From an optimization exercise on the open Yosys and OpenROAD flow, aimed at small area, a short achievable clock period and few clock cycles per item; shortcuts taken in it are not production practice.
Function was not checked in any run shown here: the RTL went through the layout flow alone.
Power figures rest on the tool's default switching activity, not on a simulated workload.

File: design.v
module S00_AXI
#(
	  parameter integer AXI_DATA_WIDTH	= 32
	, parameter integer AXI_ADDR_WIDTH	= 8
	, parameter integer AXI_REGS_COUNT	= 20
)
(
	  input  logic                              AXI_ACLK
	, input  logic                              AXI_ARESETN
	, input  logic [AXI_ADDR_WIDTH - 1 : 0]     AXI_AWADDR
	, input  logic                              AXI_AWVALID
	, output logic                              AXI_AWREADY
	, input  logic [AXI_DATA_WIDTH - 1 : 0]     AXI_WDATA
	, input  logic [(AXI_DATA_WIDTH/8)-1 : 0]   AXI_WSTRB
	, input  logic                              AXI_WVALID
	, output logic                              AXI_WREADY
	, output logic [1 : 0]                      AXI_BRESP
	, output logic                              AXI_BVALID
	, input  logic                              AXI_BREADY
	, input  logic [AXI_ADDR_WIDTH - 1 : 0]     AXI_ARADDR
	, input  logic                              AXI_ARVALID
	, output logic                              AXI_ARREADY
	, output logic [AXI_DATA_WIDTH - 1 : 0]     AXI_RDATA
	, output logic [1 : 0]                      AXI_RRESP
	, output logic                              AXI_RVALID
	, input  logic                              AXI_RREADY
);
	localparam integer NBYTES = AXI_DATA_WIDTH/8;
	assign AXI_AWREADY = 1'b1;
	assign AXI_WREADY  = 1'b1;
	assign AXI_ARREADY = 1'b1;
	assign AXI_BRESP   = 2'b00;
	assign AXI_RRESP   = 2'b00;
	logic                          aw_got, w_got, commit, bvalid;
	logic [4:0]                    waddr;
	logic                          rst_q;
	logic [NBYTES - 1 : 0]         wstrb;
	logic aw_ok, w_ok;
	assign aw_ok = aw_got | AXI_AWVALID;
	assign w_ok  = w_got  | AXI_WVALID;
	always_ff @(posedge AXI_ACLK)
	begin
		if (!AXI_ARESETN)
		begin
			aw_got <= 1'b0;
			w_got  <= 1'b0;
			bvalid <= 1'b0;
		end
		else
		begin
			aw_got <= aw_ok & ~w_ok;
			w_got  <= w_ok & ~aw_ok;
			bvalid <= bvalid ? ~AXI_BREADY : (aw_ok & w_ok);
		end
	end
	assign AXI_BVALID = bvalid;
	always_ff @(posedge AXI_ACLK)
	begin
		rst_q <= ~AXI_ARESETN;
		if (!aw_got) waddr <= AXI_AWADDR[6:2];
		if (!AXI_ARESETN)
		begin
			commit <= 1'b1;
			wstrb  <= '1;
		end
		else
		begin
			commit <= aw_ok & w_ok;
			if (!w_got) wstrb <= AXI_WSTRB;
		end
	end
	logic [AXI_DATA_WIDTH - 1 : 0] regs_n [AXI_REGS_COUNT];
	logic [AXI_DATA_WIDTH - 1 : 0] rdata;
	logic [AXI_DATA_WIDTH - 1 : 0] wdata_n;
	assign wdata_n = ~rdata;
	logic [AXI_REGS_COUNT - 1 : 0] wrow;
	always_comb
		for (integer i = 0; i < AXI_REGS_COUNT; i = i + 1)
			wrow[i] = rst_q | (waddr == i);
	logic [NBYTES - 1 : 0] cs;
	assign cs = {NBYTES{commit}} & wstrb;
	genvar r, b;
	generate
		for (r = 0; r < AXI_REGS_COUNT; r = r + 1)
		begin : g_row
			for (b = 0; b < NBYTES; b = b + 1)
			begin : g_byte
				logic ld, keep;
				logic [7:0] nxt;
				AND2  u_ld   (.a(wrow[r]), .b(cs[b]), .y(ld));
				NAND2 u_keep (.a(wrow[r]), .b(cs[b]), .y(keep));
				for (genvar i = 0; i < 8; i = i + 1)
				begin : g_bit
					AO22 u_ao (.a(ld), .b(wdata_n[b*8+i]), .c(keep), .d(regs_n[r][b*8+i]), .y(nxt[i]));
				end
				always_ff @(posedge AXI_ACLK) regs_n[r][b*8 +: 8] <= nxt;
			end
		end
	endgenerate
	logic rvalid;
	always_ff @(posedge AXI_ACLK) rvalid <= AXI_ARESETN & (rvalid ? ~AXI_RREADY : AXI_ARVALID);
	logic [3:0]                    lo;
	logic [7:0]                    hi;
	logic [AXI_REGS_COUNT - 1 : 0] rsel_n;
	DEC2  u_lo (.a(AXI_ARADDR[3:2]), .y(lo));
	DEC3H u_hi (.a(AXI_ARADDR[6:4]), .en(AXI_ARVALID), .y(hi));
	for (genvar i = 0; i < AXI_REGS_COUNT; i = i + 1)
	begin : g_rsel
		NAND2 u_nand (.a(hi[i / 4]), .b(lo[i % 4]), .y(rsel_n[i]));
	end
	logic hold_n, wvalid_n;
	assign hold_n   = ~(rvalid | w_got);
	assign wvalid_n = ~AXI_WVALID;
	for (genvar i = 0; i < AXI_DATA_WIDTH; i = i + 1)
	begin : g_rbit
		logic [10:0] t;
		for (genvar j = 0; j < 10; j = j + 1)
		begin : g_pair
			OAI22 u_oai (.a(rsel_n[2*j]), .b(regs_n[2*j][i]), .c(rsel_n[2*j+1]), .d(regs_n[2*j+1][i]), .y(t[j]));
		end
		OAI22 u_hw (.a(hold_n), .b(wdata_n[i]), .c(wvalid_n), .d(~AXI_WDATA[i]), .y(t[10]));
		logic rnext;
		OR11 u_or (.a(t), .y(rnext));
		always_ff @(posedge AXI_ACLK) rdata[i] <= rnext;
	end
	assign AXI_RDATA  = rdata;
	assign AXI_RVALID = rvalid;
endmodule
module AO22
(
	  input  logic a
	, input  logic b
	, input  logic c
	, input  logic d
	, output logic y
);
	assign y = (a & b) | (c & d);
endmodule
module OAI22
(
	  input  logic a
	, input  logic b
	, input  logic c
	, input  logic d
	, output logic y
);
	assign y = ~((a | b) & (c | d));
endmodule
module AND2
(
	  input  logic a
	, input  logic b
	, output logic y
);
	assign y = a & b;
endmodule
module NAND2
(
	  input  logic a
	, input  logic b
	, output logic y
);
	assign y = ~(a & b);
endmodule
module OR11
(
	  input  logic [10:0] a
	, output logic        y
);
	logic [3:0] g_n;
	NOR3  u_n0 (.a(a[0]), .b(a[1]),  .c(a[2]),  .y(g_n[0]));
	NOR3  u_n1 (.a(a[3]), .b(a[4]),  .c(a[5]),  .y(g_n[1]));
	NOR3  u_n2 (.a(a[6]), .b(a[7]),  .c(a[8]),  .y(g_n[2]));
	NOR2  u_n3 (.a(a[9]), .b(a[10]),            .y(g_n[3]));
	NAND4 u_y  (.a(g_n[0]), .b(g_n[1]), .c(g_n[2]), .d(g_n[3]), .y(y));
endmodule
module NOR3
(
	  input  logic a
	, input  logic b
	, input  logic c
	, output logic y
);
	assign y = ~(a | b | c);
endmodule
module NOR2
(
	  input  logic a
	, input  logic b
	, output logic y
);
	assign y = ~(a | b);
endmodule
module NAND4
(
	  input  logic a
	, input  logic b
	, input  logic c
	, input  logic d
	, output logic y
);
	assign y = ~(a & b & c & d);
endmodule
module DEC2
(
	  input  logic [1:0] a
	, output logic [3:0] y
);
	always_comb
		for (integer i = 0; i < 4; i = i + 1)
			y[i] = (a == i);
endmodule
module DEC3H
(
	  input  logic [2:0] a
	, input  logic       en
	, output logic [7:0] y
);
	always_comb
		for (integer i = 0; i < 8; i = i + 1)
			y[i] = en & (a == i);
endmodule
module TopModule
#(
      parameter integer   AXI_DATA_WIDTH	  = 32
    , parameter integer   AXI_ADDR_WIDTH	  = 8
)
(
    input  logic                              clk
  , input  logic                              areset_n
  , input  logic [AXI_ADDR_WIDTH - 1 : 0]     S00_AXI_AWADDR
  , input  logic                              S00_AXI_AWVALID
  , output logic                              S00_AXI_AWREADY
  , input  logic [AXI_DATA_WIDTH - 1 : 0]     S00_AXI_WDATA
  , input  logic [(AXI_DATA_WIDTH/8)-1 : 0]   S00_AXI_WSTRB
  , input  logic                              S00_AXI_WVALID
  , output logic                              S00_AXI_WREADY
  , output logic [1 : 0]                      S00_AXI_BRESP
  , output logic                              S00_AXI_BVALID
  , input  logic                              S00_AXI_BREADY
  , input  logic [AXI_ADDR_WIDTH - 1 : 0]     S00_AXI_ARADDR
  , input  logic                              S00_AXI_ARVALID
  , output logic                              S00_AXI_ARREADY
  , output logic [AXI_DATA_WIDTH - 1 : 0]     S00_AXI_RDATA
  , output logic [1 : 0]                      S00_AXI_RRESP
  , output logic                              S00_AXI_RVALID
  , input  logic                              S00_AXI_RREADY
);
  S00_AXI
  #(
      .AXI_DATA_WIDTH(AXI_DATA_WIDTH)
    , .AXI_ADDR_WIDTH(AXI_ADDR_WIDTH)
    , .AXI_REGS_COUNT(20)
  )
  axi_slave
  (
      .AXI_ACLK(        clk)
    , .AXI_ARESETN(     areset_n)
    , .AXI_AWADDR(      S00_AXI_AWADDR)
    , .AXI_AWVALID(     S00_AXI_AWVALID)
    , .AXI_AWREADY(     S00_AXI_AWREADY)
    , .AXI_WDATA(       S00_AXI_WDATA)
    , .AXI_WSTRB(       S00_AXI_WSTRB)
    , .AXI_WVALID(      S00_AXI_WVALID)
    , .AXI_WREADY(      S00_AXI_WREADY)
    , .AXI_BRESP(       S00_AXI_BRESP)
    , .AXI_BVALID(      S00_AXI_BVALID)
    , .AXI_BREADY(      S00_AXI_BREADY)
    , .AXI_ARADDR(      S00_AXI_ARADDR)
    , .AXI_ARVALID(     S00_AXI_ARVALID)
    , .AXI_ARREADY(     S00_AXI_ARREADY)
    , .AXI_RDATA(       S00_AXI_RDATA)
    , .AXI_RRESP(       S00_AXI_RRESP)
    , .AXI_RVALID(      S00_AXI_RVALID)
    , .AXI_RREADY(      S00_AXI_RREADY)
  );
endmodule
File: flow/run.sh
#!/bin/bash
# The standard layout, with the port buffers inserted as buf_4 rather than the
# weakest buffer (the resizer still sizes them where timing needs it).
set -euo pipefail
bash standard.sh BUFFER_PORTS_ARGS="-buffer_cell sky130_fd_sc_hd__buf_4" finish > standard.log 2>&1
File: standard.sh
#!/bin/bash
# synth_recipe.tcl (not shown) runs the flow's synth.tcl, then flattens the netlist and writes it again
# the make line also repeats each setting of config.mk as NAME=value (left out here)
make -C /OpenROAD-flow-scripts/flow DESIGN_CONFIG=/design/flow/config.mk WORK_HOME=/design/flow/orfs CLKGATE_MAP_FILE= SYNTH_SCRIPT=/design/flow/synth_recipe.tcl "${@:-finish}"
File: config.mk
export PLATFORM = sky130hd
export DESIGN_NAME = TopModule
export DESIGN_NICKNAME = TopModule
export VERILOG_FILES = /design/flow/design.v
export SDC_FILE = /design/flow/constraint.sdc
export NUM_CORES = 4
export LEC_CHECK = 0
export CAP_MARGIN = 20
export CORE_MARGIN = 2
export CORE_UTILIZATION = 50
export CTS_CLUSTER_DIAMETER = 80
export CTS_CLUSTER_SIZE = 25
export SETUP_SLACK_MARGIN = 2.55
export SLEW_MARGIN = 20
export SYNTH_HIERARCHICAL = 1
export SYNTH_MINIMUM_KEEP_SIZE = 0
File: constraint.sdc
create_clock -name core_clock -period 4.5 [get_ports {clk}]
set_input_delay 0.9000 -clock core_clock [delete_from_list [all_inputs] [get_ports {clk}]]
set_output_delay 0.9000 -clock core_clock [all_outputs]
set_load 0.01 [all_outputs]
==> qor.csv, run 1 <==
stage,metric,value,unit
sta,RSZ-0062 raised after global routing,true,
power_and_ir_drop,internal power,10.94,mW
setup_path,CP Launch Point,axi_slave.waddr[1]$_DFFE_PN_,
setup_path,reg2reg end,axi_slave.regs_n[4][0]$_DFF_P_,
power_and_ir_drop,Switch Pwr,4.445,mW
status,status,no timing/DRC/antenna violations,
global_route,GRT overflow,0,
setup_path,Reg2Reg Depth,5,
clock_tree,Root Buffer,clkbuf_16,
sta,setup ws final,2.497,ns
global_route,vias in the first global route,18910,
place,DPL Wire Length,49030,um
setup_path,critical path's top delay family,simple AND/OR/NAND/NOR gates,
sta,post-route clock skew,0.02276,ns
setup_path,crit path to,axi_slave.regs_n[4][0]$_DFF_P_,
drt,met2 WL,36500,um
drt,Routed wire per std cell,26.86,um
setup_path,Worst EP arrival,2.53,ns
power_and_ir_drop,power share of the combinational group,0.191,
setup_path,required time of the critical path,5.03,ns
drt,via density per instance,6.654,
power_and_ir_drop,pwr dens,545.3,mW/mm^2
sta,fin crit share,0.4451,
clock_tree,CTS tree,built,
synthesis,synthesized cell area,0.02460,mm^2
synthesis,Post-Syn Instances,2164,
setup_path,CP Depth,5,
drt,total routed wirelength,80400,um
drt,met3 wire len,5561,um
setup_path,"Max FO, Critical Path",8,
die,Site Rows,81,
setup_path,slowest cell on the critical path,edfxtp_1,
drt,Metal-1 WL,35390,um
setup_path,Setup CP Type,register to register,
min_path,Worst Hold Class,input pin to register,
setup_path,CP Launch Type,register,
power_and_ir_drop,maximum VDD drop,0.3738,mV
setup_path,R2R setup slack,2.50,ns
power_and_ir_drop,Reg power frac,0.560,
setup_path,Critical Path End Type,register,
power_and_ir_drop,leakage,11.75,nW
global_route,gr usage total,0.3052,
job,Max-cap violations,0,
clock_tree,TritonCTS buffer count,35,
sta,worst slew pin tran,1.017,ns
sta,total negative slack,0,ns
die,Die ar.,0.05099,mm^2
synthesis,synthesized area per cell,11.37,um^2
drt,Routed Antenna Nets,0,
clock_tree,Post-CTS Hold Fix Bufs,0,
clock_tree,Clock Path Buffers,3,
drt,drt pass-1 iters,5,
global_route,largest net degree at the start of global routing,41,
drt,top sig layer,met5,
place,gp weighted congestion,0.8151,
place,Place WS,1.516,ns
clock_tree,CTS H-tree depth,2,
setup_path,worst r2r src,axi_slave.waddr[1]$_DFFE_PN_,
place,I/O Buffers,86,
clock_tree,Worst-path clk slew,0.10,ns
sta,relative slew slack,0.3214,
die,Core Area,0.04875,mm^2
sta,setup violators final,0,
final_layout,share of post-route cells with drive strength above 1,0.1572,
final_layout,nets,2370,
sta,Final Hold Fails,0,
clock_tree,Worst-Skew Late Latency,0.60,ns
setup_path,buffers plus inverters on the worst setup path,1,
drt,via count,19920,
power_and_ir_drop,power share of the clock group,0.248,
synthesis,Synth Warn #,11,
drt,1st-iter DRT viols,2031,
sta,post-layout min period,2.003,ns
die,Die Wd,225.8,um
die,Die Y,225.8,um
global_route,first-pass GRT wire length,117500,um
setup_path,CP peak stage delay,0.54,ns
clock_tree,Sink Count,687,
sta,pins over their slew limit,0,
sta,fmax,0.4993,GHz
die,Initial Util,0.5046,
setup_path,sequence of cells on the critical path,nor2b_1 > a21o_2 > buf_4 > and2_1 > a22o_1,
die,IO Pins,100,
power_and_ir_drop,sw frac,0.2890,
final_layout,area grow syn2layout,14.69,%
drt,DRC,0,
global_route,initial antenna violation count,1,
[per-layer routing]
| layer | vias to the layer above | track usage |
|---|---|---|
| li1 | 9043 | - |
| met1 | 9989 | 0.4215 |
| met2 | 742 | 0.4774 |
| met3 | 140 | 0.05412 |
| met4 | 2 | 0.1143 |
| met5 | - | 0 |
[metrics by stage]
step	power, mW	hold slack [ns]	area, um^2	instances	util
2_1_floorplan	10.47	0.4351	24700	2169	-
3_3_place_gp	11.36	0.4519	26140	2911	0.5363
3_5_place_dp	11.47	0.4530	26140	2911	0.5363
4_1_cts	15.32	0.4559	27930	2977	0.5729
5_1_grt	16.04	0.4569	28210	2992	0.5787
6_report	15.38	0.4682	28210	2993	0.5787
[cell type report]
class	instances	area, um^2
Antenna cell	1	2.502
Clock inverter	12	182.7
Multi-Input combinational cell	1405	11080
Inverter	68	259.0
Clock buffer	42	964.7
Fill cell	4169	20540
Timing Repair Buffer	114	1044
Tap cell	664	830.8
Sequential cell	687	13850
[sequential cells by signal, summed over array words and instances, names as in the netlist]
name	flops
axi_slave.wstrb	4
axi_slave.rdata	32
axi_slave.waddr	5
axi_slave.aw_got	1
axi_slave.bvalid	1
axi_slave.commit	1
axi_slave.w_got	1
axi_slave.regs_n	640
axi_slave.rvalid	1
axi_slave.rst_q	1
[how the worst min path moves through the flow]
stage	start	end	slack, ns	depth (start not counted)
6_report	S00_AXI_RREADY	axi_slave.rvalid$_DFF_P_	0.47	2
2_1_floorplan	axi_slave.wstrb[0]$_SDFFE_PN1N_	axi_slave.wstrb[0]$_SDFFE_PN1N_	0.44	2
5_1_grt	S00_AXI_RREADY	axi_slave.rvalid$_DFF_P_	0.46	2
4_1_cts	S00_AXI_RREADY	axi_slave.rvalid$_DFF_P_	0.46	2
3_5_place_dp	axi_slave.regs_n[2][25]$_DFF_P_	axi_slave.regs_n[2][25]$_DFF_P_	0.45	1
3_3_place_gp	axi_slave.regs_n[14][5]$_DFF_P_	axi_slave.regs_n[14][5]$_DFF_P_	0.45	1
[what timing repair did]
| action | 4_1_cts | 5_1_grt |
|---|---|---|
| pin swaps | 6 | 2 |
| gates resized for setup | 138 | 23 |
| setup endpoints to repair | 680 | 577 |
| hold endpoints to repair | 0 | 0 |
| setup buffers | 9 | 13 |
| cloned | 3 | 2 |
[placed cells by master, fill, tap and decap left out, types with 32 or more instances in the layout]
master	n
nor2_1	35
o22ai_1	350
buf_4	74
clkbuf_16	37
nor3_2	95
dfxtp_2	34
nand4_1	32
nand2_1	85
a22o_1	640
inv_1	67
and2_1	78
dfxtp_1	647
buf_6	34
[power by group through the flow]
stage / clock, mW / sequential (mW) / combinational [mW]
floorplan: 0 / 8.49 / 1.98
finish: 3.82 / 8.62 / 2.94
global route: 4.09 / 8.80 / 3.15
CTS: 3.85 / 8.60 / 2.87
detailed placement: 0 / 8.68 / 2.79
global placement: 0 / 8.65 / 2.71
==> inputs of run 2 (changes only) <==
==> flow/run.sh (replaced) <==
#!/bin/bash
# The standard layout, with the port buffers inserted as buf_2 rather than the
# weakest buffer (the resizer still sizes them where timing needs it).
set -euo pipefail
bash standard.sh BUFFER_PORTS_ARGS="-buffer_cell sky130_fd_sc_hd__buf_2" finish > standard.log 2>&1
--- a/config.mk
+++ b/config.mk
@@ -10,7 +10,7 @@
 export CORE_UTILIZATION = 50
 export CTS_CLUSTER_DIAMETER = 80
 export CTS_CLUSTER_SIZE = 25
-export SETUP_SLACK_MARGIN = 2.55
+export SETUP_SLACK_MARGIN = 2.5
 export SLEW_MARGIN = 20
 export SYNTH_HIERARCHICAL = 1
 export SYNTH_MINIMUM_KEEP_SIZE = 0
==> run 2 against run 1 <==
Against the previous run: sequential power is essentially flat; sequential share of layout area increased by 0.56 points; non-clock buffer count fell by 6; clock skew rose by 0.0038 ns; hold slack got worse by 0.0019 ns; global-route usage is 0.70 points lower; die area unchanged; first-iteration DRC count grew 0.39%; clock power increased by 1%; critical endpoint is now axi_slave.regs_n[19][3]$_DFF_P_; highest routed layer is now met4.
==> qor.csv, run 2 <==
stage,metric,value,unit,change
drt,via count,19730,,-0.93%
power_and_ir_drop,pwr dens,549.6,mW/mm^2,+0.78%
setup_path,Worst EP arrival,2.55,ns,+0.02 ns
drt,1st-iter DRT viols,2039,,+0.39%
power_and_ir_drop,Power Total,15.31,mW,-0.50%
clock_tree,CTS H-tree depth,2,,unchanged
status,status,no timing/DRC/antenna violations,,
global_route,GRT overflow,0,,unchanged
sta,worst slew pin tran,0.9850,ns,-0.03176 ns
sta,post-layout min period,2.030,ns,+0.02674 ns
sta,fmax,0.4927,GHz,-1.3%
final_layout,nets,2365,,-0.21%
clock_tree,Worst-path clk slew,0.10,ns,about the same
synthesis,Post-Syn Instances,2164,,unchanged
clock_tree,Sink Count,687,,unchanged
job,Max-cap violations,0,,unchanged
die,Die Y,225.8,um,unchanged
sta,fin crit share,0.4511,,+0.005942
setup_path,"Max FO, Critical Path",8,,unchanged
drt,Routed Antenna Nets,0,,unchanged
die,Initial Util,0.5046,,unchanged
clock_tree,Clock Path Buffers,3,,unchanged
sta,Final Hold Fails,0,,unchanged
final_layout,share of post-route cells with drive strength above 1,0.1491,,-0.008162
global_route,gr usage total,0.2982,,-0.007000
final_layout,most frequent cells in the layout,"dfxtp_1 (662), a22o_1 (640), o22ai_1 (348), nor3_2 (97), nand2_1 (85)",,
sta,pins over their slew limit,0,,unchanged
sta,RSZ-0062 raised after global routing,true,,
place,gp weighted congestion,0.8135,,-0.20%
drt,Routed wire per std cell,26.35,um,-1.9%
drt,drt pass-1 iters,5,,unchanged
setup_path,required time of the critical path,5.02,ns,about the same
synthesis,synthesized cell area,0.02460,mm^2,unchanged
power_and_ir_drop,maximum VDD drop,0.3741,mV,about the same
sta,post-route clock skew,0.02651,ns,+0.003750 ns
die,IO Pins,100,,unchanged
setup_path,Setup CP Type,register to register,,
clock_tree,Root Buffer,clkbuf_16,,
setup_path,Critical Path End Type,register,,
global_route,first-pass GRT wire length,115700,um,-1.6%
min_path,Worst Hold Class,register to register,,
place,I/O Buffers,86,,unchanged
place,DPL Wire Length,48680,um,-0.71%
sta,setup violators final,0,,unchanged
drt,via density per instance,6.592,,-0.93%
synthesis,synthesized area per cell,11.37,um^2,unchanged
global_route,initial antenna violation count,1,,unchanged
synthesis,Synth Warn #,11,,unchanged
final_layout,Regs by FF count,"axi_slave.regs_n (640), axi_slave.rdata (32), axi_slave.waddr (5)",,
final_layout,area grow syn2layout,13.24,%,
die,Die ar.,0.05099,mm^2,unchanged
final_layout,max reg flops,640,,unchanged
clock_tree,CTS tree,built,,
die,Core Area,0.04875,mm^2,unchanged
global_route,vias in the first global route,18830,,-0.39%
setup_path,CP Launch Type,register,,
power_and_ir_drop,leakage,11.66,nW,-0.71%
die,Die Wd,225.8,um,unchanged
clock_tree,TritonCTS buffer count,36,,+2.9%
die,Site Rows,81,,unchanged
global_route,largest net degree at the start of global routing,41,,unchanged
final_layout,"commonest non-fill, non-tap cell in the layout",dfxtp_1,,
final_layout,largest reg by FF count,axi_slave.regs_n,,
clock_tree,Worst-Skew Late Latency,0.60,ns,about the same
drt,total routed wirelength,78870,um,-1.9%
drt,DRC,0,,unchanged
sta,total negative slack,0,ns,unchanged
sta,relative slew slack,0.3426,,+0.02119
-- run 2: worst paths after layout --
check | start | end | slack (ns) | cells after the start
worst max-delay path | axi_slave.waddr[2]$_DFFE_PN_ | axi_slave.regs_n[19][3]$_DFF_P_ | 2.47 | 5
worst min-delay path | axi_slave.bvalid$_SDFF_PN0_ | axi_slave.bvalid$_SDFF_PN0_ | 0.47 | 1
worst max register to register | axi_slave.waddr[2]$_DFFE_PN_ | axi_slave.regs_n[19][3]$_DFF_P_ | 2.47 | 5
worst min register to register | axi_slave.bvalid$_SDFF_PN0_ | axi_slave.bvalid$_SDFF_PN0_ | 0.47 | 1
-- run 2: layout make-up --
type	count	area [um^2]
clock inverter	13	176.4
tap	664	830.8
multi-input combinational	1405	11010
fill	4167	20900
inverter	68	259.0
sequential	687	13830
antenna	1	2.502
clock buffer	47	1013
timing repair buffer	108	726.9
-- run 2: timing repair --
| item | in CTS | in global routing |
|---|---|---|
| gates resized for setup | 73 | 35 |
| endpoints found under the setup margin | 540 | 344 |
| pin swaps | 1 | 7 |
| buffers inserted | 2 | 14 |
| hold buffers | 0 | 0 |
| cloned | 0 | 5 |
-- run 2: through the flow --
step                      utilization  cell area [um^2]  std cells  hold slack (ns)  setup WS (ns)
after CTS                      0.5632             27460       2973           0.4523          2.398
after floorplan                     -             24700       2169           0.4351          2.370
after detailed placement       0.5318             25930       2911           0.4530          1.527
after global routing           0.5713             27850       2992           0.4553          2.435
after global placement         0.5318             25930       2911           0.4520          1.575
final                          0.5714             27850       2993           0.4663          2.470
-- run 2: critical path, cell delays in order (launching register included) --
cell,delay [ns]
edfxtp_1,0.52
buf_4,0.20
nor3b_4,0.29
a31o_4,0.36
and2_1,0.39
a22o_1,0.21
-- run 2: report_power, final --
| part | internal, mW | switching (mW) |
|---|---|---|
| Sequential | 7.72 | 0.890 |
| Clock | 1.80 | 2.06 |
| Combinational | 1.35 | 1.48 |
| Total | 10.9 | 4.43 |
-- run 2: metal layers --
metal | global-route usage | routed length (um)
met4 | 0.09720 | 2079
met3 | 0.06011 | 5370
met1 | 0.4062 | 35000
met2 | 0.4744 | 36420
met5 | 0 | 0
==> inputs of run 3 (changes only) <==
--- a/design.v
+++ b/design.v
@@ -32,8 +32,7 @@
 	assign AXI_BRESP   = 2'b00;
 	assign AXI_RRESP   = 2'b00;
 	logic                          aw_got, w_got, commit, bvalid;
-	logic [4:0]                    waddr;
-	logic                          rst_q;
+	logic [AXI_REGS_COUNT - 1 : 0] wrow;
 	logic [NBYTES - 1 : 0]         wstrb;
 	logic aw_ok, w_ok;
 	assign aw_ok = aw_got | AXI_AWVALID;
@@ -56,16 +55,18 @@
 	assign AXI_BVALID = bvalid;
 	always_ff @(posedge AXI_ACLK)
 	begin
-		rst_q <= ~AXI_ARESETN;
-		if (!aw_got) waddr <= AXI_AWADDR[6:2];
 		if (!AXI_ARESETN)
 		begin
 			commit <= 1'b1;
+			wrow   <= '1;
 			wstrb  <= '1;
 		end
 		else
 		begin
 			commit <= aw_ok & w_ok;
+			if (!aw_got)
+				for (integer i = 0; i < AXI_REGS_COUNT; i = i + 1)
+					wrow[i] <= (AXI_AWADDR[6:2] == i);
 			if (!w_got) wstrb <= AXI_WSTRB;
 		end
 	end
@@ -73,25 +74,18 @@
 	logic [AXI_DATA_WIDTH - 1 : 0] rdata;
 	logic [AXI_DATA_WIDTH - 1 : 0] wdata_n;
 	assign wdata_n = ~rdata;
-	logic [AXI_REGS_COUNT - 1 : 0] wrow;
-	always_comb
-		for (integer i = 0; i < AXI_REGS_COUNT; i = i + 1)
-			wrow[i] = rst_q | (waddr == i);
-	logic [NBYTES - 1 : 0] cs;
-	assign cs = {NBYTES{commit}} & wstrb;
 	genvar r, b;
 	generate
 		for (r = 0; r < AXI_REGS_COUNT; r = r + 1)
 		begin : g_row
 			for (b = 0; b < NBYTES; b = b + 1)
 			begin : g_byte
-				logic ld, keep;
+				logic ld;
 				logic [7:0] nxt;
-				AND2  u_ld   (.a(wrow[r]), .b(cs[b]), .y(ld));
-				NAND2 u_keep (.a(wrow[r]), .b(cs[b]), .y(keep));
+				assign ld = commit & wrow[r] & wstrb[b];
 				for (genvar i = 0; i < 8; i = i + 1)
 				begin : g_bit
-					AO22 u_ao (.a(ld), .b(wdata_n[b*8+i]), .c(keep), .d(regs_n[r][b*8+i]), .y(nxt[i]));
+					AO22 u_ao (.a(ld), .b(wdata_n[b*8+i]), .c(~ld), .d(regs_n[r][b*8+i]), .y(nxt[i]));
 				end
 				always_ff @(posedge AXI_ACLK) regs_n[r][b*8 +: 8] <= nxt;
 			end
@@ -145,14 +139,6 @@
 	, output logic y
 );
 	assign y = ~((a | b) & (c | d));
-endmodule
-module AND2
-(
-	  input  logic a
-	, input  logic b
-	, output logic y
-);
-	assign y = a & b;
 endmodule
 module NAND2
 (
==> flow/run.sh (replaced) <==
#!/bin/bash
# The standard layout, with the port buffers inserted as buf_4 rather than the
# weakest buffer (the resizer still sizes them where timing needs it).
set -euo pipefail
bash standard.sh BUFFER_PORTS_ARGS="-buffer_cell sky130_fd_sc_hd__buf_4" finish > standard.log 2>&1
==> run 3 against run 2 <==
Against the previous run: flip-flop and latch count up 14; combinational power increased by 4%; first-iteration DRC count up 5.7%; critical path depth up 1; total power rose by 1.3%; maximum frequency fell by 0.96%; synthesized cell count increased by 2.0%; cell area up 0.45%; sequential power increased by 3.3%; final cell count is 0.53% higher; clock power shrank 5.2%; via count grew 1.5%.
==> qor.csv, run 3 <==
stage,metric,value,unit,change
clock_tree,TritonCTS buffer count,35,,-2.8%
setup_path,CP Launch Type,input pin,,
setup_path,R2R setup slack,2.54,ns,+0.07 ns
sta,post-layout min period,2.049,ns,+0.01962 ns
drt,1st-iter DRT viols,2156,,+5.7%
place,DPL Wire Length,49480,um,+1.6%
clock_tree,CTS H-tree depth,2,,unchanged
setup_path,Critical Path End Type,register,,
min_path,Worst Hold Class,input pin to register,,
setup_path,Setup CP Type,input pin to register,,
sta,relative slew slack,0.3296,,-0.01308
setup_path,CP Launch Point,S00_AXI_ARADDR[4],,
final_layout,max reg flops,640,,unchanged
final_layout,Fill cells,4301,,+3.2%
clock_tree,Worst-path clk slew,0.10,ns,about the same
final_layout,largest reg by FF count,axi_slave.regs_n,,
clock_tree,CTS tree,built,,
setup_path,Worst EP arrival,2.57,ns,+0.02 ns
drt,via count,20030,,+1.5%
sta,total negative slack,0,ns,unchanged
place,dpl cell area,0.02643,mm^2,+1.9%
job,Max-cap violations,0,,unchanged
synthesis,synthesized cell area,0.02494,mm^2,+1.4%
final_layout,area grow syn2layout,12.20,%,
place,cell count after placement,2938,,+0.93%
die,Site Rows,81,,unchanged
global_route,largest net degree at the start of global routing,41,,unchanged
synthesis,Post-Syn Instances,2207,,+2.0%
global_route,GRT met2 Usage,0.4876,,+0.01317
die,IO Pins,100,,unchanged
final_layout,nets,2382,,+0.72%
status,status,no timing/DRC/antenna violations,,
setup_path,slowest cell on the critical path,and4bb_2,,
drt,total routed wirelength,81590,um,+3.4%
drt,Routed Antenna Nets,0,,unchanged
setup_path,worst r2r src,axi_slave.wrow[18]$_SDFFE_PN1N_,,
setup_path,"Max FO, Critical Path",32,,+24
clock_tree,Worst-Skew Late Latency,0.59,ns,about the same
sta,worst slew pin tran,1.004,ns,+0.01933 ns
synthesis,Synth Warn #,11,,unchanged
setup_path,CP peak stage delay,0.54,ns,+0.02 ns
setup_path,reg2reg end,axi_slave.regs_n[18][19]$_DFF_P_,,
power_and_ir_drop,leakage,11.82,nW,+1.3%
place,gp weighted congestion,0.8239,,+1.3%
global_route,gr usage total,0.3087,,+0.01049
sta,Final Hold Fails,0,,unchanged
clock_tree,Post-CTS Hold Fix Bufs,0,,unchanged
global_route,met3 GRT Util,0.04814,,-0.01197
sta,pins over their slew limit,0,,unchanged
setup_path,crit path to,axi_slave.rdata[9]$_DFF_P_,,
setup_path,sequence of cells on the critical path,buf_4 > and4bb_2 > nand2_4 > o22ai_1 > nor3_2 > nand4_1,,
sta,RSZ-0062 raised after global routing,true,,
global_route,GRT overflow,0,,unchanged
setup_path,required time of the critical path,5.02,ns,about the same
clock_tree,Sink Count,701,,+2.0%
sta,setup violators final,0,,unchanged
die,Die Wd,227.3,um,+0.67%
global_route,initial antenna violation count,8,,+7
clock_tree,Clock Path Buffers,3,,unchanged
final_layout,"commonest non-fill, non-tap cell in the layout",dfxtp_1,,
die,Initial Util,0.5084,,+0.003785
place,Place WS,1.530,ns,+0.003110 ns
sta,fin crit share,0.4554,,+0.004360
die,Die ar.,0.05167,mm^2,+1.4%
die,Core Area,0.04905,mm^2,+0.62%
final_layout,Post-Layout Inst Area,0.02798,mm^2,+0.45%
global_route,vias in the first global route,19050,,+1.2%
sta,setup ws final,2.451,ns,-0.01962 ns
final_layout,Regs by FF count,"axi_slave.regs_n (640), axi_slave.rdata (32), axi_slave.wrow (20)",,
drt,drt pass-1 iters,5,,unchanged
drt,Routed wire per std cell,27.12,um,+2.9%
die,Die Y,227.3,um,+0.67%
final_layout,share of post-route cells with drive strength above 1,0.1372,,-0.01188
drt,via density per instance,6.658,,+1.0%
final_layout,most frequent cells in the layout,"dfxtp_1 (673), a22o_1 (640), o22ai_1 (352), inv_1 (144), nor3_2 (96)",,
global_route,gr busiest metal,met2,,
power_and_ir_drop,maximum VDD drop,0.2869,mV,-23%
clock_tree,Root Buffer,clkbuf_16,,
place,I/O Buffers,86,,unchanged
sta,fmax,0.4880,GHz,-0.96%
drt,DRC,0,,unchanged
final_layout,Finished Layout Cells,3009,,+0.53%
sta,post-route clock skew,0.02099,ns,-0.005527 ns
setup_path,Reg2Reg Depth,3,,-2
global_route,M1 GR Usage,0.4333,,+0.02708
power_and_ir_drop,pwr dens,554.2,mW/mm^2,+0.84%
synthesis,synthesized area per cell,11.30,um^2,-0.60%
global_route,first-pass GRT wire length,120300,um,+3.9%
==> run 3: area by class of cell <==
class,count,area (um^2),share of cell area
antenna,5,12.51,0.0004472
clock buffer,45,975.9,0.03488
clock inverter,9,83.83,0.002996
inverter,145,548.0,0.01959
multi-input combinational,1337,10600,0.3787
sequential,701,14070,0.5030
tap,664,830.8,0.02969
timing repair buffer,103,858.3,0.03068
==> run 3: metal layers <==
metal	wire [um]	up-vias
met5	58	-
met4	2373	10
met3	5505	139
met2	37650	790
met1	36000	10020
li1	-	9079
==> run 3: metrics by stage <==
step / total power [mW] / util / hold WS [ns]
2_1_floorplan: 10.75 / - / 0.4398
3_3_place_gp: 11.67 / 0.5388 / 0.4520
3_5_place_dp: 11.80 / 0.5388 / 0.4530
4_1_cts: 15.45 / 0.5648 / 0.4499
5_1_grt: 16.17 / 0.5701 / 0.4583
6_report: 15.51 / 0.5704 / 0.4761
==> run 3: worst min path at each step <==
| stage | startpoint | endpoint | slack, ns | cells after the start |
|---|---|---|---|---|
| final | S00_AXI_AWVALID | axi_slave.w_got$_SDFF_PN0_ | 0.48 | 2 |
| after global routing | S00_AXI_AWVALID | axi_slave.w_got$_SDFF_PN0_ | 0.46 | 2 |
| after CTS | S00_AXI_AWVALID | axi_slave.w_got$_SDFF_PN0_ | 0.45 | 2 |
| after detailed placement | axi_slave.regs_n[8][21]$_DFF_P_ | axi_slave.regs_n[8][21]$_DFF_P_ | 0.45 | 1 |
| after global placement | axi_slave.regs_n[8][30]$_DFF_P_ | axi_slave.regs_n[8][30]$_DFF_P_ | 0.45 | 1 |
| after floorplan | axi_slave.regs_n[0][0]$_DFF_P_ | axi_slave.regs_n[0][0]$_DFF_P_ | 0.44 | 1 |
==> run 3: what timing repair did <==
item,4_1_cts,5_1_grt
setup buffers,5,6
setup endpoints to repair,488,520
resized for setup,36,42
gates cloned,1,0
pin swaps,2,1
==> run 3: power breakdown <==
part | total [mW] | leakage, nW | internal [mW] | switching, mW
clock network | 3.66 | 0.520 | 1.62 | 2.04
registers | 8.89 | 5.89 | 7.90 | 0.991
logic | 2.95 | 5.41 | 1.44 | 1.51
total | 15.5 | 11.8 | 11.0 | 4.55
==> run 3: worst max-delay path, delay by kind of cell <==
kind | cells | cell delay [ns]
buffers and inverters | 1 | 0.13
AOI/OAI and AO/OA | 1 | 0.39
and+or+nand+nor | 4 | 1.14
==> inputs of run 4 (changes only) <==
--- a/design.v
+++ b/design.v
@@ -74,18 +74,21 @@
 	logic [AXI_DATA_WIDTH - 1 : 0] rdata;
 	logic [AXI_DATA_WIDTH - 1 : 0] wdata_n;
 	assign wdata_n = ~rdata;
+	logic [NBYTES - 1 : 0] cs;
+	assign cs = {NBYTES{commit}} & wstrb;
 	genvar r, b;
 	generate
 		for (r = 0; r < AXI_REGS_COUNT; r = r + 1)
 		begin : g_row
 			for (b = 0; b < NBYTES; b = b + 1)
 			begin : g_byte
-				logic ld;
+				logic ld, keep;
 				logic [7:0] nxt;
-				assign ld = commit & wrow[r] & wstrb[b];
+				AND2  u_ld   (.a(wrow[r]), .b(cs[b]), .y(ld));
+				NAND2 u_keep (.a(wrow[r]), .b(cs[b]), .y(keep));
 				for (genvar i = 0; i < 8; i = i + 1)
 				begin : g_bit
-					AO22 u_ao (.a(ld), .b(wdata_n[b*8+i]), .c(~ld), .d(regs_n[r][b*8+i]), .y(nxt[i]));
+					AO22 u_ao (.a(ld), .b(wdata_n[b*8+i]), .c(keep), .d(regs_n[r][b*8+i]), .y(nxt[i]));
 				end
 				always_ff @(posedge AXI_ACLK) regs_n[r][b*8 +: 8] <= nxt;
 			end
@@ -94,7 +97,7 @@
 	logic rvalid;
 	always_ff @(posedge AXI_ACLK) rvalid <= AXI_ARESETN & (rvalid ? ~AXI_RREADY : AXI_ARVALID);
 	logic [3:0]                    lo;
-	logic [7:0]                    hi;
+	logic [4:0]                    hi;
 	logic [AXI_REGS_COUNT - 1 : 0] rsel_n;
 	DEC2  u_lo (.a(AXI_ARADDR[3:2]), .y(lo));
 	DEC3H u_hi (.a(AXI_ARADDR[6:4]), .en(AXI_ARVALID), .y(hi));
@@ -140,6 +143,14 @@
 );
 	assign y = ~((a | b) & (c | d));
 endmodule
+module AND2
+(
+	  input  logic a
+	, input  logic b
+	, output logic y
+);
+	assign y = a & b;
+endmodule
 module NAND2
 (
 	  input  logic a
@@ -200,11 +211,32 @@
 (
 	  input  logic [2:0] a
 	, input  logic       en
-	, output logic [7:0] y
-);
-	always_comb
-		for (integer i = 0; i < 8; i = i + 1)
-			y[i] = en & (a == i);
+	, output logic [4:0] y
+);
+	logic [2:0] a_n;
+	logic [3:0] lo_n;
+	logic [1:0] hi_n;
+	for (genvar i = 0; i < 3; i = i + 1)
+	begin : g_inv
+		INV u_inv (.a(a[i]), .y(a_n[i]));
+	end
+	for (genvar j = 0; j < 4; j = j + 1)
+	begin : g_lo
+		NAND2 u_nand (.a((j & 2) ? a[1] : a_n[1]), .b((j & 1) ? a[0] : a_n[0]), .y(lo_n[j]));
+	end
+	NAND2 u_hi0 (.a(en), .b(a_n[2]), .y(hi_n[0]));
+	NAND2 u_hi1 (.a(en), .b(a[2]),   .y(hi_n[1]));
+	for (genvar k = 0; k < 5; k = k + 1)
+	begin : g_y
+		NOR2 u_nor (.a(hi_n[k / 4]), .b(lo_n[k % 4]), .y(y[k]));
+	end
+endmodule
+module INV
+(
+	  input  logic a
+	, output logic y
+);
+	assign y = ~a;
 endmodule
 module TopModule
 #(
==> run 4 against run 3 <==
Against the previous run: non-clock buffer count rose by 8; die area fell by 0.18%; sequential share of layout area fell by 0.64 points; clock power rose by 12%; highest routed layer is now met4; core utilization rose by 0.64 points; maximum frequency rose by 1.9%; combinational power barely moved; cell area rose by 1.1%; clock skew fell by 0.0034 ns; global-route usage fell by 0.51 points.
==> qor.csv, run 4 <==
stage,metric,value,unit,change
final_layout,diodes inserted,0,,-5
clock_tree,Clock Path Buffers,3,,unchanged
setup_path,worst r2r src,axi_slave.w_got$_SDFF_PN0_,,
clock_tree,Sink Count,701,,unchanged
global_route,first-pass GRT wire length,118300,um,-1.7%
die,Site Rows,81,,unchanged
sta,setup ws final,2.488,ns,+0.03779 ns
die,Die Wd,227.1,um,about the same
setup_path,CP peak stage delay,0.52,ns,-0.02 ns
power_and_ir_drop,leakage,11.76,nW,-0.52%
clock_tree,Root Buffer,clkbuf_16,,
drt,Routed Antenna Nets,0,,unchanged
setup_path,sequence of cells on the critical path,buf_4 > and2b_2 > nand2_8 > o22ai_1 > nor2_1 > nand4_1,,
place,DPL Wire Length,50420,um,+1.9%
die,IO Pins,100,,unchanged
global_route,largest net degree at the start of global routing,41,,unchanged
drt,via density per instance,6.587,,-1.1%
setup_path,CP Launch Type,input pin,,
final_layout,Final Util,0.5768,,+0.006428
final_layout,share of post-route cells with drive strength above 1,0.1346,,-0.002580
sta,post-route clock skew,0.01762,ns,-0.003368 ns
power_and_ir_drop,Power Total,15.93,mW,+2.8%
global_route,vias in the first global route,19070,,+0.063%
synthesis,post-synthesis sequential area ratio,0.5638,,
clock_tree,Worst-path clk slew,0.09,ns,about the same
final_layout,Fill cells,4180,,-2.8%
synthesis,"flops & latches, synth",701,,
synthesis,top post-synthesis cells by count,"dfxtp_1 (701), a22o_1 (640), o22ai_1 (353)",,
sta,Final Hold Fails,0,,unchanged
final_layout,max reg flops,640,,unchanged
synthesis,Yosys cell types,30,,
sta,post-layout min period,2.012,ns,-0.03779 ns
drt,DRC,0,,unchanged
die,Core Area,0.04905,mm^2,unchanged
final_layout,"commonest non-fill, non-tap cell in the layout",dfxtp_1,,
setup_path,Reg2Reg Depth,5,,+2
min_path,hold path cells,1,,-1
drt,1st-iter DRT viols,1800,,-17%
synthesis,Async SR Flop Fraction,0,,
clock_tree,TritonCTS buffer count,37,,+5.7%
drt,total routed wirelength,80470,um,-1.4%
global_route,GRT overflow,0,,unchanged
place,gp weighted congestion,0.8249,,+0.12%
min_path,Worst Hold Endpoint,axi_slave.regs_n[10][11]$_DFF_P_,,
synthesis,Synth Warn #,10,,-1
final_layout,most frequent cells in the layout,"dfxtp_1 (688), a22o_1 (640), o22ai_1 (351), nand2_1 (112), buf_4 (103)",,
min_path,beginning of the worst hold path,axi_slave.regs_n[10][11]$_DFF_P_,,
synthesis,synth top area cells,"dfxtp_1 (56%), a22o_1 (23%), o22ai_1 (8.9%)",,
min_path,Worst Hold Class,register to register,,
sta,fin crit share,0.4470,,-0.008398
synthesis,synthesized area per cell,11.29,um^2,about the same
place,Place WS,1.848,ns,+0.3178 ns
place,cell count after placement,2954,,+0.54%
sta,RSZ-0062 raised after global routing,true,,
final_layout,Regs by FF count,"axi_slave.regs_n (640), axi_slave.rdata (32), axi_slave.wrow (20)",,
synthesis,Main synth FF type,dfxtp_1,,
clock_tree,CTS tree,built,,
drt,drt pass-1 iters,5,,unchanged
power_and_ir_drop,maximum VDD drop,0.3247,mV,+13%
final_layout,nets,2405,,+0.97%
sta,relative slew slack,0.3616,,+0.03204
clock_tree,CTS H-tree depth,2,,unchanged
sta,fmax,0.4971,GHz,+1.9%
drt,via count,19980,,-0.25%
setup_path,Worst EP arrival,2.54,ns,-0.03 ns
setup_path,"Max FO, Critical Path",32,,unchanged
status,status,no timing/DRC/antenna violations,,
clock_tree,Post-CTS Hold Fix Bufs,0,,unchanged
setup_path,Critical Path End Type,register,,
final_layout,area grow syn2layout,13.68,%,
setup_path,R2R setup slack,2.63,ns,+0.09 ns
place,I/O Buffers,86,,unchanged
job,Max-cap violations,0,,unchanged
drt,Routed wire per std cell,26.52,um,-2.2%
setup_path,reg2reg end,axi_slave.rdata[29]$_DFF_P_,,
synthesis,Post-Syn Instances,2204,,-0.14%
synthesis,top-count cell post-synth,dfxtp_1,,
sta,pins over their slew limit,0,,unchanged
sta,WHS,0.4777,ns,+0.001632 ns
synthesis,leading area contributor after synthesis,dfxtp_1,,
sta,total negative slack,0,ns,unchanged
place,dpl cell area,0.02659,mm^2,+0.61%
global_route,gr usage total,0.3036,,-0.005142
synthesis,Post-synth EDFFs,0,,
final_layout,Post-Layout Inst Area,0.02829,mm^2,+1.1%
synthesis,synthesized cell area,0.02489,mm^2,-0.19%
sta,setup violators final,0,,unchanged
synthesis,post-synth top area share,0.5638,,
clock_tree,Worst-Skew Late Latency,0.58,ns,about the same
power_and_ir_drop,pwr dens,563.1,mW/mm^2,+1.6%
setup_path,Setup CP Type,input pin to register,,
final_layout,Finished Layout Cells,3034,,+0.83%
die,Initial Util,0.5074,,-0.0009438
die,Die Y,227.1,um,about the same
setup_path,slowest cell on the critical path,and2b_2,,
global_route,initial antenna violation count,1,,-7
sta,worst slew pin tran,0.9566,ns,-0.04774 ns
final_layout,largest reg by FF count,axi_slave.regs_n,,
die,Die ar.,0.05158,mm^2,-0.18%
setup_path,required time of the critical path,5.03,ns,about the same
-- run 4: worst max-delay path by stage --
stage | end | startpoint
2_1_floorplan | axi_slave.rdata[0]$_DFF_P_ | S00_AXI_ARADDR[2]
3_3_place_gp | axi_slave.rdata[21]$_DFF_P_ | S00_AXI_ARADDR[3]
3_5_place_dp | axi_slave.rdata[0]$_DFF_P_ | S00_AXI_ARADDR[2]
4_1_cts | S00_AXI_BVALID | axi_slave.bvalid$_SDFF_PN0_
5_1_grt | axi_slave.rdata[0]$_DFF_P_ | S00_AXI_ARADDR[2]
6_report | axi_slave.rdata[24]$_DFF_P_ | S00_AXI_ARADDR[2]
-- run 4: layer usage --
metal | part of all wire | GRT usage | up-vias | wire length, um
li1 | - | - | 9156 | -
met1 | 0.45 | 0.4246 | 9962 | 36270
met2 | 0.45 | 0.4721 | 752 | 36260
met3 | 0.064 | 0.04892 | 114 | 5115
met4 | 0.035 | 0.1160 | 0 | 2824
met5 | 0 | 0 | - | 0
-- run 4: report_power, final --
| group | internal [mW] | total [mW] | switching [mW] |
|---|---|---|---|
| clock network | 1.99 | 4.10 | 2.11 |
| logic | 1.43 | 2.95 | 1.52 |
| registers | 7.90 | 8.88 | 0.981 |
| total | 11.3 | 15.9 | 4.61 |
-- run 4: logic make-up (layout without fill, tap and decap cells) --
logic type             Yosys count  after routing  synth area share
AOI/OAI and AO/OA             1016           1016            0.3216
DFF                            701            701            0.5638
and+or+nand+nor                399            400           0.09893
buffers and inverters           82            242           0.01372
muxes                            4              4          0.001609
other                            2              7         0.0003017
-- run 4: Yosys stat by module (local to each module, per instance), a selection --
| module | times used | flip-flops and latches |
|---|---|---|
| DEC2 | 1 | 0 |
| OAI22 | 352 | 0 |
| NOR3 | 96 | 0 |
| NOR2 | 37 | 0 |
| NAND4 | 32 | 0 |
| INV | 3 | 0 |
| AO22 | 640 | 0 |
| NAND2 | 106 | 0 |
| AND2 | 80 | 0 |
-- run 4: timing repair --
item                                    CTS  global route
endpoints found under the setup margin  342            39
pin swaps                                 0             4
gates resized for setup                  18            23
setup buffers                             1            15
gates cloned                              0             1
-- run 4: worst max-delay path, delay by kind of cell --
kind / cells / cell delay (ns)
AOI/OAI and AO/OA: 1 / 0.45
and+or+nand+nor: 4 / 1.02
buffers and inverters: 1 / 0.14
-- run 4: final cells by class --
type | count | area (um^2) | share of cell area
clock inverter | 18 | 297.8 | 0.01052
timing repair buffer | 111 | 940.9 | 0.03325
clock buffer | 45 | 975.9 | 0.03449
inverter | 68 | 255.2 | 0.009021
multi-input combinational | 1427 | 10940 | 0.3867
tap | 664 | 830.8 | 0.02936
sequential | 701 | 14050 | 0.4966
==> inputs of run 5 (changes only) <==
--- a/design.v
+++ b/design.v
@@ -32,7 +32,8 @@
 	assign AXI_BRESP   = 2'b00;
 	assign AXI_RRESP   = 2'b00;
 	logic                          aw_got, w_got, commit, bvalid;
-	logic [AXI_REGS_COUNT - 1 : 0] wrow;
+	logic [4:0]                    waddr;
+	logic                          rst_q;
 	logic [NBYTES - 1 : 0]         wstrb;
 	logic aw_ok, w_ok;
 	assign aw_ok = aw_got | AXI_AWVALID;
@@ -55,18 +56,16 @@
 	assign AXI_BVALID = bvalid;
 	always_ff @(posedge AXI_ACLK)
 	begin
+		rst_q <= ~AXI_ARESETN;
+		if (!aw_got) waddr <= AXI_AWADDR[6:2];
 		if (!AXI_ARESETN)
 		begin
 			commit <= 1'b1;
-			wrow   <= '1;
 			wstrb  <= '1;
 		end
 		else
 		begin
 			commit <= aw_ok & w_ok;
-			if (!aw_got)
-				for (integer i = 0; i < AXI_REGS_COUNT; i = i + 1)
-					wrow[i] <= (AXI_AWADDR[6:2] == i);
 			if (!w_got) wstrb <= AXI_WSTRB;
 		end
 	end
@@ -74,6 +73,10 @@
 	logic [AXI_DATA_WIDTH - 1 : 0] rdata;
 	logic [AXI_DATA_WIDTH - 1 : 0] wdata_n;
 	assign wdata_n = ~rdata;
+	logic [AXI_REGS_COUNT - 1 : 0] wrow;
+	always_comb
+		for (integer i = 0; i < AXI_REGS_COUNT; i = i + 1)
+			wrow[i] = rst_q | (waddr == i);
 	logic [NBYTES - 1 : 0] cs;
 	assign cs = {NBYTES{commit}} & wstrb;
 	genvar r, b;
==> run 5 against run 4 <==
Against the previous run: global-route usage is 0.29 points lower; wire length fell by 2.6%; sequential power down 3.0%; flip-flop and latch count shrank 14; critical path depth shrank 2; first-iteration DRC count rose by 5.4%; clock-buffer cell count down 2.
==> qor.csv, run 5 <==
stage,metric,value,unit,change
global_route,initial antenna violation count,1,,unchanged
final_layout,Regs by FF count,"axi_slave.regs_n (640), axi_slave.rdata (32), axi_slave.waddr (5)",,
power_and_ir_drop,Switch Pwr,4.500,mW,-2.4%
sta,total negative slack,0,ns,unchanged
final_layout,Post-Layout Inst Area,0.02807,mm^2,-0.80%
clock_tree,CTS tree,built,,
drt,Metal-1 WL,36780,um,+1.4%
final_layout,largest reg by FF count,axi_slave.regs_n,,
sta,fmax,0.4903,GHz,-1.4%
drt,met3 wire len,5192,um,+1.5%
synthesis,Main synth FF type,dfxtp_1,,
clock_tree,Root Buffer,clkbuf_16,,
setup_path,CP peak stage delay,0.63,ns,+0.11 ns
die,Die Y,225.7,um,-0.60%
power_and_ir_drop,pwr dens,554.9,mW/mm^2,-1.5%
setup_path,CP Launch Type,register,,
synthesis,Post-synth EDFFs,5,,+5
global_route,largest net degree at the start of global routing,41,,unchanged
final_layout,area grow syn2layout,14.17,%,
power_and_ir_drop,internal power,11.07,mW,-2.2%
final_layout,most frequent cells in the layout,"dfxtp_1 (665), a22o_1 (640), o22ai_1 (352), buf_4 (107), nor3_2 (96)",,
clock_tree,Clock Path Buffers,3,,unchanged
sta,pins over their slew limit,0,,unchanged
die,Initial Util,0.5044,,-0.003072
sta,relative slew slack,0.3455,,-0.01611
global_route,vias in the first global route,18840,,-1.2%
place,gp weighted congestion,0.8215,,-0.41%
drt,met2 WL,34650,um,-4.4%
setup_path,sequence of cells on the critical path,nor3b_4 > a21o_2 > nand2_1 > a22o_1,,
drt,DRC,0,,unchanged
sta,setup violators final,0,,unchanged
die,Core Area,0.04875,mm^2,-0.62%
place,dpl cell area,0.02625,mm^2,-1.3%
synthesis,"flops & latches, synth",687,,-2.0%
synthesis,leading area contributor after synthesis,dfxtp_1,,
clock_tree,Post-CTS Hold Fix Bufs,0,,unchanged
die,Die Wd,225.7,um,-0.60%
job,Max-cap violations,0,,unchanged
power_and_ir_drop,sw frac,0.2890,,-0.0003662
sta,worst slew pin tran,0.9807,ns,+0.02414 ns
clock_tree,CTS H-tree depth,2,,unchanged
power_and_ir_drop,leakage,11.76,nW,about the same
setup_path,Critical Path End Type,register,,
final_layout,max reg flops,640,,unchanged
sta,Final Hold Fails,0,,unchanged
final_layout,nets,2377,,-1.2%
min_path,Worst Hold Class,register to register,,
setup_path,required time of the critical path,4.98,ns,-0.05 ns
power_and_ir_drop,Reg power frac,0.553,,-0.004
sta,setup ws final,2.460,ns,-0.02815 ns
setup_path,critical path's top delay family,compound AO/OA/AOI/OAI gates,,
die,Site Rows,81,,unchanged
status,status,no timing/DRC/antenna violations,,
final_layout,share of post-route cells with drive strength above 1,0.1479,,+0.01326
sta,post-layout min period,2.040,ns,+0.02815 ns
clock_tree,Worst-Skew Late Latency,0.59,ns,about the same
sta,RSZ-0062 raised after global routing,true,,
power_and_ir_drop,maximum VDD drop,0.3423,mV,+5.4%
die,IO Pins,100,,unchanged
drt,top sig layer,met4,,
synthesis,Synth Warn #,10,,unchanged
final_layout,"commonest non-fill, non-tap cell in the layout",dfxtp_1,,
synthesis,synthesized area per cell,11.31,um^2,+0.19%
sta,post-route clock skew,0.03082,ns,+0.01320 ns
drt,Routed wire per std cell,26.09,um,-1.6%
power_and_ir_drop,power share of the clock group,0.261,,+0.003
clock_tree,TritonCTS buffer count,37,,unchanged
setup_path,buffers plus inverters on the worst setup path,0,,-1
drt,total routed wirelength,78410,um,-2.6%
clock_tree,Sink Count,687,,-2.0%
setup_path,slowest cell on the critical path,edfxtp_1,,
global_route,gr usage total,0.3007,,-0.002894
drt,1st-iter DRT viols,1898,,+5.4%
synthesis,Yosys cell types,31,,+3.3%
global_route,GRT overflow,0,,unchanged
synthesis,Post-Syn Instances,2173,,-1.4%
synthesis,post-synth top area share,0.5553,,-0.008498
synthesis,synthesized cell area,0.02459,mm^2,-1.2%
drt,via density per instance,6.577,,-0.15%
synthesis,Async SR Flop Fraction,0,,unchanged
synthesis,post-synthesis sequential area ratio,0.5614,,-0.002391
drt,drt pass-1 iters,6,,+1
setup_path,Setup CP Type,register to register,,
die,Die ar.,0.05096,mm^2,-1.2%
global_route,first-pass GRT wire length,116900,um,-1.2%
final_layout,Fill cells,4132,,-1.1%
synthesis,top post-synthesis cells by count,"dfxtp_1 (682), a22o_1 (640), o22ai_1 (353)",,
clock_tree,Worst-path clk slew,0.10,ns,about the same
place,I/O Buffers,86,,unchanged
synthesis,synth top area cells,"dfxtp_1 (56%), a22o_1 (23%), o22ai_1 (9.0%)",,
setup_path,"Max FO, Critical Path",8,,-75%
place,Place WS,1.852,ns,+0.004250 ns
drt,via count,19760,,-1.1%
power_and_ir_drop,power share of the combinational group,0.186,,about the same
setup_path,Worst EP arrival,2.52,ns,-0.02 ns
sta,fin crit share,0.4533,,+0.006256
drt,Routed Antenna Nets,0,,unchanged
synthesis,top-count cell post-synth,dfxtp_1,,
place,DPL Wire Length,49050,um,-2.7%
-- run 5: changes by cell type after synthesis, sizes merged, moves of 4 or more --
cell / delta
a21o: +8
a31o: +8
a41o: +4
buf: +4
clkbuf: -4
dfxtp: -19
edfxtp: +5
nand2: -22
o211ai: -15
o311ai: -5
-- run 5: worst paths after layout --
kind	startpoint	endpoint	slack (ns)	cells past startpoint
setup / recovery	axi_slave.waddr[1]$_DFFE_PN_	axi_slave.regs_n[3][29]$_DFF_P_	2.46	4
setup reg to reg	axi_slave.waddr[1]$_DFFE_PN_	axi_slave.regs_n[3][29]$_DFF_P_	2.46	4
hold / removal	axi_slave.bvalid$_SDFF_PN0_	axi_slave.bvalid$_SDFF_PN0_	0.46	1
hold reg to reg	axi_slave.bvalid$_SDFF_PN0_	axi_slave.bvalid$_SDFF_PN0_	0.46	1
-- run 5: Yosys stat by module, one instance, submodules excluded, a selection --
module  area [um^2]  flops+latches
NOR3          10.01              0
NAND4         6.256              0
AND2          6.256              0
NOR2          3.754              0
AO22          8.758              0
NAND2         3.754              0
INV           3.754              0
DEC2          26.28              0
OAI22         6.256              0
-- run 5: cells by family after synthesis --
kind of cell / share of synthesized area
muxes: 0.001629
and+or+nand+nor: 0.09659
buffers and inverters: 0.01450
other: 0.0003055
DFF: 0.5614
AOI/OAI and AO/OA: 0.3255
-- run 5: per-stage QoR --
step / cells / total power [mW] / utilization / hold slack, ns
finish: 3005 / 15.57 / 0.5758 / 0.4579
global route: 3004 / 16.24 / 0.5758 / 0.4663
CTS: 2985 / 15.52 / 0.5670 / 0.4500
detailed placement: 2921 / 11.49 / 0.5384 / 0.4530
global placement: 2921 / 11.37 / 0.5384 / 0.4499
floorplan: 2178 / 10.48 / - / 0.4351
-- run 5: cell type report --
type / count / area, um^2 / area share
clock inverter: 18 / 291.5 / 0.01039
clock buffer: 43 / 988.4 / 0.03521
sequential: 687 / 13830 / 0.4926
multi-input combinational: 1406 / 10910 / 0.3885
inverter: 71 / 270.3 / 0.009628
timing repair buffer: 115 / 953.4 / 0.03397
tap: 664 / 830.8 / 0.02960
antenna: 1 / 2.502 / 0.00008915
-- run 5: routing by layer --
metal,vias up,GRT usage
met2,760,0.4550
met3,100,0.04294
met1,9855,0.4478
met5,-,0
met4,0,0.07862
li1,9049,-
-- run 5: power by group through the flow --
stage | clock network, mW | registers [mW] | logic, mW
floorplan | 0 | 8.49 | 1.99
global placement | 0 | 8.66 | 2.71
detailed placement | 0 | 8.69 | 2.80
CTS | 4.11 | 8.58 | 2.82
global route | 4.33 | 8.80 | 3.11
finish | 4.06 | 8.61 | 2.90
-- run 5: timing repair --
item	4_1_cts	5_1_grt
buffers inserted	3	18
pin swaps	2	5
resized for setup	33	38
setup endpoints to repair	535	423

-- port drivers added, routing unchanged --
The results above use ideal ports. As a check the final layouts listed here were re-extracted and re-timed, cells and wires unchanged. Step 1 assumes that a clkbuf_16 drives the clock port and a buf_2 every other input. Step 2 moves the port delays by t, midway between the first and last clock arrival at a register: inputs arrive t later, outputs are due t later. That takes back most of the time a late clock gives input paths. a / b / c = ideal / step 1 / step 2; a / b = the first two.
run | t (ns) | setup slack, ns | hold slack, ns
run 1 | 0.649 | 2.497 / 2.465 / 1.926 | 0.468 / 0.438 / 0.477
run 2 | 0.643 | 2.470 / 2.462 / 1.924 | 0.466 / 0.445 / 0.466
run 3 | 0.641 | 2.451 / 2.471 / 1.843 | 0.476 / 0.443 / 0.478
run 4 | 0.635 | 2.488 / 2.457 / 1.890 | 0.478 / 0.463 / 0.478
run 5 | 0.631 | 2.460 / 2.460 / 1.859 | 0.458 / 0.446 / 0.458
After both steps every run listed still meets setup and hold. For run 3, which loses most, drivers alone change the setup slack by +0.020 ns; drivers and shift together by -0.608 ns.
